From an optimization exercise on the open Yosys and OpenROAD flow, aimed at small area; shortcuts taken in it are not production practice. Only simulation tests tie the RTL to the original design; equivalence was not proved. No driver is modelled on the clock port, so clock power and skew are understated where the tree is cut down; a real chip needs a root buffer or a tree. Power figures rest on the tool's default switching activity, not on a simulated workload.

Design pll_d, start of the top module:
module pll_d(
	output logic freq_synced,
	input freq_in,
	input Clock, nReset
	);
Size in the first run: about 490 cells after synthesis, roughly 4 I/O pins, roughly 5000 sq um of cells after synthesis.
export LEC_CHECK = 0
export CAP_MARGIN = 20
export CORE_MARGIN = 2
export CORE_UTILIZATION = 60
export SLEW_MARGIN = 20
create_clock -name core_clock -period 6.0 [get_ports {Clock}]
standard.sh (not shown) runs the stock make flow with config.mk's settings and CLKGATE_MAP_FILE= SYNTH_SCRIPT=/design/flow/synth_recipe.tcl, a recipe that flattens the netlist after the stock synthesis.
==> flow/flow/run.sh <==
#!/bin/bash
# The standard layout, with clock tree synthesis told not to add dummy loads
# (cells that only balance the clock tree's load and drive nothing) and to
# use larger sink clusters.
set -euo pipefail
export CTS_ARGS="-sink_clustering_enable -repair_clock_nets -dont_use_dummy_load -sink_clustering_size 60 -sink_clustering_max_diameter 300 -buf_list sky130_fd_sc_hd__clkbuf_16 -root_buf sky130_fd_sc_hd__clkbuf_16"
bash standard.sh > standard.log 2>&1
The first run completed without violations.
==> next run, changes <==
==> flow/flow/run.sh (replaced) <==
#!/bin/bash
# The standard layout, with clock tree synthesis told not to add dummy loads
# (cells that only balance the clock tree's load and drive nothing).
set -euo pipefail
export CTS_ARGS="-sink_clustering_enable -repair_clock_nets -dont_use_dummy_load"
bash standard.sh > standard.log 2>&1
=> The new run produced a clean layout; global-route usage went down by 0.51 points; worst setup slack is better by 0.038 ns; final area fell by 1.9%; first-iteration DRC count rises by 28%; area after synthesis stays the same.
==> next run, changes <==
- CORE_UTILIZATION: 60 -> 80
- PLACE_DENSITY: unset -> 0.9
After rerunning: Final cell count decreases by 5.2%. Count of clock-buffer cells in the layout does not change. Synthesized area does not change. Setup slack gets worse by 0.13 ns. Register-to-register slack got worse by 0.13 ns. Total power climbs by 1.2%.
==> next run, changes <==
==> flow/flow/run.sh (replaced) <==
#!/bin/bash
# The standard layout, with clock tree synthesis told not to add dummy loads
# (cells that only balance the clock tree's load and drive nothing) and to
# use larger sink clusters.
set -euo pipefail
export CTS_ARGS="-sink_clustering_enable -repair_clock_nets -dont_use_dummy_load -sink_clustering_size 30 -sink_clustering_max_diameter 200 -buf_list sky130_fd_sc_hd__clkbuf_8"
bash standard.sh > standard.log 2>&1
- CORE_UTILIZATION: 80 -> 60
- PLACE_DENSITY: 0.9 -> unset
Outcome: Synthesized area does not change; sequential power is about the same; sequential cell count stays the same; routed wire length fell by 5.5%; core utilization fell by 23 points.
==> next run, changes <==
==> flow/flow/run.sh (replaced) <==
#!/bin/bash
# The standard layout, with clock tree synthesis told not to add dummy loads
# (cells that only balance the clock tree's load and drive nothing).
set -euo pipefail
export CTS_ARGS="-sink_clustering_enable -repair_clock_nets -dont_use_dummy_load"
bash standard.sh > standard.log 2>&1
- CORE_UTILIZATION: 60 -> 70
- PLACE_DENSITY: unset -> 0.8
After rerunning: The new run ran to the end with no violations. Routed wire length is about the same. Non-clock buffer count rose by 1. Die area drops by roughly a tenth. Worst setup slack improved by 0.094 ns. Global-route usage rises by 3.0 points. Total power goes up slightly. Fmax is higher slightly.
==> next run, changes <==
==> flow/run.sh (new file) <==
#!/bin/bash
# synth_recipe.tcl (not shown) runs the flow's synth.tcl, then flattens the netlist and writes it again
# the make line also repeats each setting of config.mk as NAME=value (left out here)
make -C /OpenROAD-flow-scripts/flow DESIGN_CONFIG=/design/flow/config.mk WORK_HOME=/design/flow/orfs CLKGATE_MAP_FILE= SYNTH_SCRIPT=/design/flow/synth_recipe.tcl finish
- CORE_UTILIZATION: 70 -> 60
- PLACE_DENSITY: 0.8 -> unset
removed: flow/flow/run.sh
removed: flow/standard.sh
=> Clock skew shrinks by 0.029 ns. Register-to-register slack gets worse by 0.09 ns. Design area grows by 1.5%. Power grows by 4.0%. Worst setup slack gets worse by 0.088 ns. Via count shrinks by 1.5%. Wire length grows by 0.97%. First-iteration DRC count shrinks by 25%. Cell count grows by 2.6%. Die area grows by 16%. Synthesized cell count is unchanged.

---

pll_d, a different RTL version from the one above (not shown whole).
For scale: about 480 cells after synthesis, ~110 flip-flops, ~4 I/O pins, about 5400 um2 of cells after synthesis.
## pll_d
module pll_d(
	output logic freq_synced,
	input freq_in,
	input Clock, nReset
	);
wire first_second, timeout, ready, nz, measuring;
wire [16-1:0] counter_1, f_out, f_out_next;
pfd p0(
	.first_second, .timeout, .ready, .nz, .measuring,
	.counter_1, .f_out, .f_out_next,
	.f_1(freq_in), .f_2(freq_synced),
	.Clock, .nReset
);
freq_gen f0(.f_out(freq_synced),
	.first_second, .timeout, .ready, .nz, .measuring,
	.diff_1(counter_1), .f_in(f_out), .f_in_next(f_out_next),
	.Clock, .nReset
	);
endmodule
clock: 6.0 ns
lec_check: 0
cap_margin: 20
core_margin: 2
core_utilization: 75
cts_cluster_diameter: 150
cts_cluster_size: 30
place_density: 0.85
slew_margin: 20
run.sh (not shown) runs the stock make flow with config.mk's settings and CLKGATE_MAP_FILE= SYNTH_SCRIPT=/design/flow/synth_recipe.tcl, a recipe that flattens the netlist after the stock synthesis.
Stock flow here: none of the scripts above is used.
The first run completed with no timing, DRC or antenna violations.
Then changed:
CORE_UTILIZATION = 60   (was 75)
CTS_CLUSTER_DIAMETER = not set   (was 150)
CTS_CLUSTER_SIZE = not set   (was 30)
PLACE_DENSITY = not set   (was 0.85)
Wire length goes down by a few percent.
Total power decreases by a few percent.
Via count shrinks by a few percent.
Register-to-register slack improved by 0.06 ns.
Maximum frequency is higher slightly.
Cell count came out higher slightly.
Synthesized cell count stays the same.
Worst setup slack improves by 0.058 ns.
Clock skew goes up by 0.0058 ns.
Core utilization came out lower by 16 points.

---

== rev 12 ==
pll_d, a different RTL version from the one above (not shown whole).
Size in the first run: about 490 cells after synthesis, ~4 I/O pins, ~4500 um2 of cells after synthesis.
clock: 6.0 ns
lec_check: 0
cap_margin: 20
core_margin: 2
core_utilization: 70
place_density: 0.8
slew_margin: 20
standard.sh (not shown) runs the stock make flow with config.mk's settings and CLKGATE_MAP_FILE= SYNTH_SCRIPT=/design/flow/synth_recipe.tcl, a recipe that flattens the netlist after the stock synthesis.
==> flow/flow/run.sh <==
#!/bin/bash
# The standard layout with three changes:
#  - after the standard synthesis, the combinational logic between its
#    flip-flops is mapped again by ABC for area (flow/reabc.tcl); every
#    flip-flop keeps its name and cell;
#  - the clock tree is one level of four clkbuf_16 driven by the clock port,
#    one per group of nearby flip-flops (flow/manual_cts.tcl), in place of
#    TritonCTS;
#  - the ports are buffered with buf_2 rather than a delay buffer.
set -euo pipefail
export BUFFER_PORTS_ARGS="-buffer_cell sky130_fd_sc_hd__buf_2"
export PRE_CTS_TCL=$PWD/flow/manual_cts.tcl
RES=orfs/results/$FLOW_PLATFORM/pll_d/base
LIB=$FLOW_HOME/platforms/$FLOW_PLATFORM/lib/sky130_fd_sc_hd__tt_025C_1v80.lib
YOSYS=$(command -v yosys || echo "$FLOW_HOME/../tools/install/yosys/bin/yosys")

bash standard.sh synth > synth.log 2>&1
cp $RES/1_2_yosys.v standard_synth.v
python3 flow/mklib.py "$LIB" comb.lib > mklib.log 2>&1
LIB=$LIB RES=$RES COMBLIB=comb.lib TOP=$FLOW_TOP "$YOSYS" -c flow/reabc.tcl > reabc.log 2>&1
rm -f $RES/1_synth.odb $RES/1_synth.sdc
bash standard.sh > standard.log 2>&1
Other scripts of this flow, unchanged in this note and not shown: flow/flow/manual_cts.tcl, flow/flow/mklib.py, flow/flow/reabc.tcl
What rev 13 does differently from rev 12 at the input level:
# rev 12
export LEC_CHECK = 0
export CAP_MARGIN = 20
export CORE_MARGIN = 2
export CORE_UTILIZATION = 70
export PLACE_DENSITY = 0.8
export SLEW_MARGIN = 20
create_clock -name core_clock -period 6.0 [get_ports {Clock}]
# rev 13
export LEC_CHECK = 0
export CAP_MARGIN = 20
export CORE_MARGIN = 2
export CORE_UTILIZATION = 76
export PLACE_DENSITY = 0.84
export SLEW_MARGIN = 20
create_clock -name core_clock -period 6.0 [get_ports {Clock}]
Notes after the runs:
Going from rev 12 to rev 13, clock network fraction of total power moved down; average via count per standard cell moved up; overall power after layout moved up. The lower largest net degree at the start of global routing of rev 12 and rev 13 is in rev 12. Compared with rev 12, in rev 13 internal cell power now sits higher; highest fanout seen on the critical path went down.
No run of this note takes its clock network from TritonCTS; it comes from the design's own scripts or RTL.

-- static timing again, ports no longer ideal --
In the flow no input, the clock included, has a driving cell. The finished layouts below were timed again as built, in two steps. Step 1 assumes that a clkbuf_16 drives the clock port and a buf_2 every other input. Step 2 also shifts input and output timing later by t, the mid clock arrival at the registers, as if the neighbouring blocks saw the same clock. a / b / c = ideal / step 1 / step 2; a / b = the first two.
run | shift t [ns] | setup slack, ns | latest minus earliest clock arrival (ns)
the first run of note 1 | 0.372 | 0.322 / 0.322 / 0.322 | 0.028 / 0.027
the second run of note 1 | 0.383 | 0.360 / 0.360 / 0.360 | 0.036 / 0.037
the third run of note 1 | 0.379 | 0.226 / 0.226 / 0.226 | 0.033 / 0.033
the fourth run of note 1 | 0.383 | 0.360 / 0.360 / 0.360 | 0.036 / 0.037
the fifth run of note 1 | 0.383 | 0.455 / 0.455 / 0.455 | 0.043 / 0.044
the sixth run of note 1 | 0.403 | 0.366 / 0.366 / 0.366 | 0.014 / 0.014
the first run of note 2 | 0.405 | 0.339 / 0.339 / 0.339 | 0.017 / 0.016
the second run of note 2 | 0.391 | 0.397 / 0.397 / 0.397 | 0.020 / 0.019
rev 12 | 0.234 | 0.401 / 0.401 / 0.401 | 0.026 / 0.026
rev 13 | 0.241 | 0.438 / 0.438 / 0.438 | 0.027 / 0.028
After both steps every run listed still meets setup and hold.
